Context: an optimization exercise on an open-source flow, tuned for small area and a short achievable clock period. The choices shown serve that exercise and are no tape-out recipe.
The RTL was checked by simulation tests, not by an equivalence proof against the original design.
Power figures rest on the tool's default switching activity, not on a simulated workload.

// Processor
module Processor(clk, rst, interrupt, in_port, imem_addr, imem_data, dmem_re, dmem_we, dmem_addr, dmem_wdata, dmem_rdata, out_valid, out_port);
    input clk, rst, interrupt;
    input [15:0] in_port;
    output [31:0] imem_addr;
    input  [15:0] imem_data;
    output dmem_re, dmem_we;
    output [10:0] dmem_addr;
    output [15:0] dmem_wdata;
    input  [15:0] dmem_rdata;
    output out_valid;
    output [15:0] out_port;
    reg [31:0] pc;
    reg [15:0] ret_hi;        
    reg [15:0] sp;
    reg        fC, fN, fZ;    
    reg        zpend;         
    reg [1:0]  int_st;
    reg [2:0]  ret_st, reti_st;
    reg        in_seq;        
    reg [15:0] rf [0:7];
    reg        fd_int;
    reg [15:0] fd_instr;
    reg [31:0] fd_pc;         
    reg        de_mr, de_mw;
    reg [1:0]  de_as;
    reg [2:0]  de_ds;
    reg [1:0]  de_bt;
    reg        de_call;
    reg        de_sum, de_pass, de_not, de_or, de_and, de_shl, de_shr;
    reg        de_yuse, de_yinv, de_yones, de_cin;
    reg        de_fsetc, de_fkeep;
    reg        de_fe;
    reg        de_spw, de_fw, de_wbsel, de_rw;
    reg [1:0]  de_plh;
    reg        de_out;
    reg        de_fa, de_fb;  
    reg [15:0] de_x, de_y;    
    reg [3:0]  de_sh;
    reg [2:0]  de_dst;
    reg        em_re, em_we;
    reg [10:0] em_addr;
    reg [15:0] em_wd;
    reg [15:0] em_alu;
    reg        em_spw, em_fw, em_wbsel, em_rw;
    reg [1:0]  em_plh;
    reg [2:0]  em_dst;
    reg        em_out;
    reg [15:0] mw_wd;
    reg        mw_fw, mw_out;
    wire [15:0] wdn = em_wbsel ? dmem_rdata : em_alu;
  ...
Size in the first run: ~2100 cells after synthesis, ~400 flip-flops, ~130 I/O pins, ~20000 um2 of cells after synthesis.
Settings: LEC_CHECK=0, CAP_MARGIN=20, CORE_MARGIN=2, CORE_UTILIZATION=40, CTS_CLUSTER_DIAMETER=100, CTS_CLUSTER_SIZE=20, PLACE_DENSITY=0.6, SLEW_MARGIN=20; clock period 12.0 ns.
standard.sh (not shown) runs the stock make flow with config.mk's settings and CLKGATE_MAP_FILE= SYNTH_SCRIPT=/design/flow/synth_recipe.tcl, a recipe that flattens the netlist after the stock synthesis.
==> flow/flow/run.sh <==
#!/bin/bash
# Own layout flow: the standard layout (standard.sh) with
#  - port buffers of buf_2 cells instead of the default delay-buffer cells,
#  - repair_timing aiming for a setup slack of SETUP_MARGIN ns at the design's clock period.
# Each tool's full output goes to a log file in the work folder.
set -euo pipefail
WORK=$(cd "$(dirname "$0")/.." && pwd)
cd "$WORK"
SETUP_MARGIN=$(cat flow/setup_margin.txt)
ORIG=$(grep -o "SYNTH_SCRIPT=[^ ]*" standard.sh | head -1 | cut -d= -f2- | tr -d "'")
test -f "$ORIG"
cat > "$WORK/synth_abc.tcl" <<EOT
proc abc {args} {
  set i [lsearch -exact \$args -script]
  if { \$i >= 0 } {
    lset args [expr {\$i + 1}] $WORK/flow/abc_area_delay.script
  }
  yosys abc {*}\$args
}
source $ORIG
EOT
sed -e "s#SYNTH_SCRIPT=[^ ]*#SYNTH_SCRIPT=$WORK/synth_abc.tcl #" standard.sh > flow_standard.sh
grep -q "SYNTH_SCRIPT=$WORK/synth_abc.tcl" flow_standard.sh
bash flow_standard.sh \
  "BUFFER_PORTS_ARGS=-buffer_cell sky130_fd_sc_hd__buf_2" \
  "SETUP_SLACK_MARGIN=$SETUP_MARGIN" \
  finish > "$WORK/flow_make.log" 2>&1
test -f out/final.def
==> flow/flow/abc_area_delay.script <==
&get -n
&st
&dch -f
&nf
&put
buffer -c
topo
stime -c
upsize -c
dnsize -c
==> flow/flow/setup_margin.txt <==
8.5
The starting point completed without violations.
Edit:
==> flow/flow/abc_area_delay.script (replaced) <==
&get -n
&st
&dch
&nf
&put
buffer -c
topo
stime -c
upsize -c
dnsize -c
==> flow/flow/setup_margin.txt (replaced) <==
8.4
What happened: Sequential cell count is unchanged; routed wire length rose by 3.8%; core utilization came out lower by 1.2 points; fmax shrinks by 1.4%; cell area came out lower by 2.2%; global-route usage grows by 1.1 points; worst setup slack gets worse by 0.050 ns; total power rises by 0.67%.

what the ideal ports hide:
In the flow no input, the clock included, has a driving cell. The finished layouts below were timed again as built, in two steps.
Step 1 (the two cells are an assumption about what drives the block):
set clk [get_ports {clk}]
set_driving_cell -lib_cell sky130_fd_sc_hd__clkbuf_16 $clk
set_driving_cell -lib_cell sky130_fd_sc_hd__buf_2 [delete_from_list [all_inputs] $clk]
Step 2, shift: input delay + t, output delay - t, t = (earliest + latest rising clock arrival at the registers) / 2. This alone moves slack from input paths to output paths.
a / b / c = no drivers / after step 1 / after step 2; a / b = the first two.
| run | shift t [ns] | setup slack, ns | worst setup path at the end | clock arrival spread, ns | cell pins on the clock port's net |
|---|---|---|---|---|---|
| the first run | 0.647 | 8.468 / 8.409 / 7.909 | input to register | 0.036 / 0.036 | 1 |
| the second run | 0.653 | 8.418 / 8.356 / 7.879 | input to register | 0.044 / 0.044 | 1 |
After both steps every run listed still meets setup and hold. For the first run, which loses most, drivers alone change the setup slack by -0.059 ns; drivers and shift together by -0.559 ns.
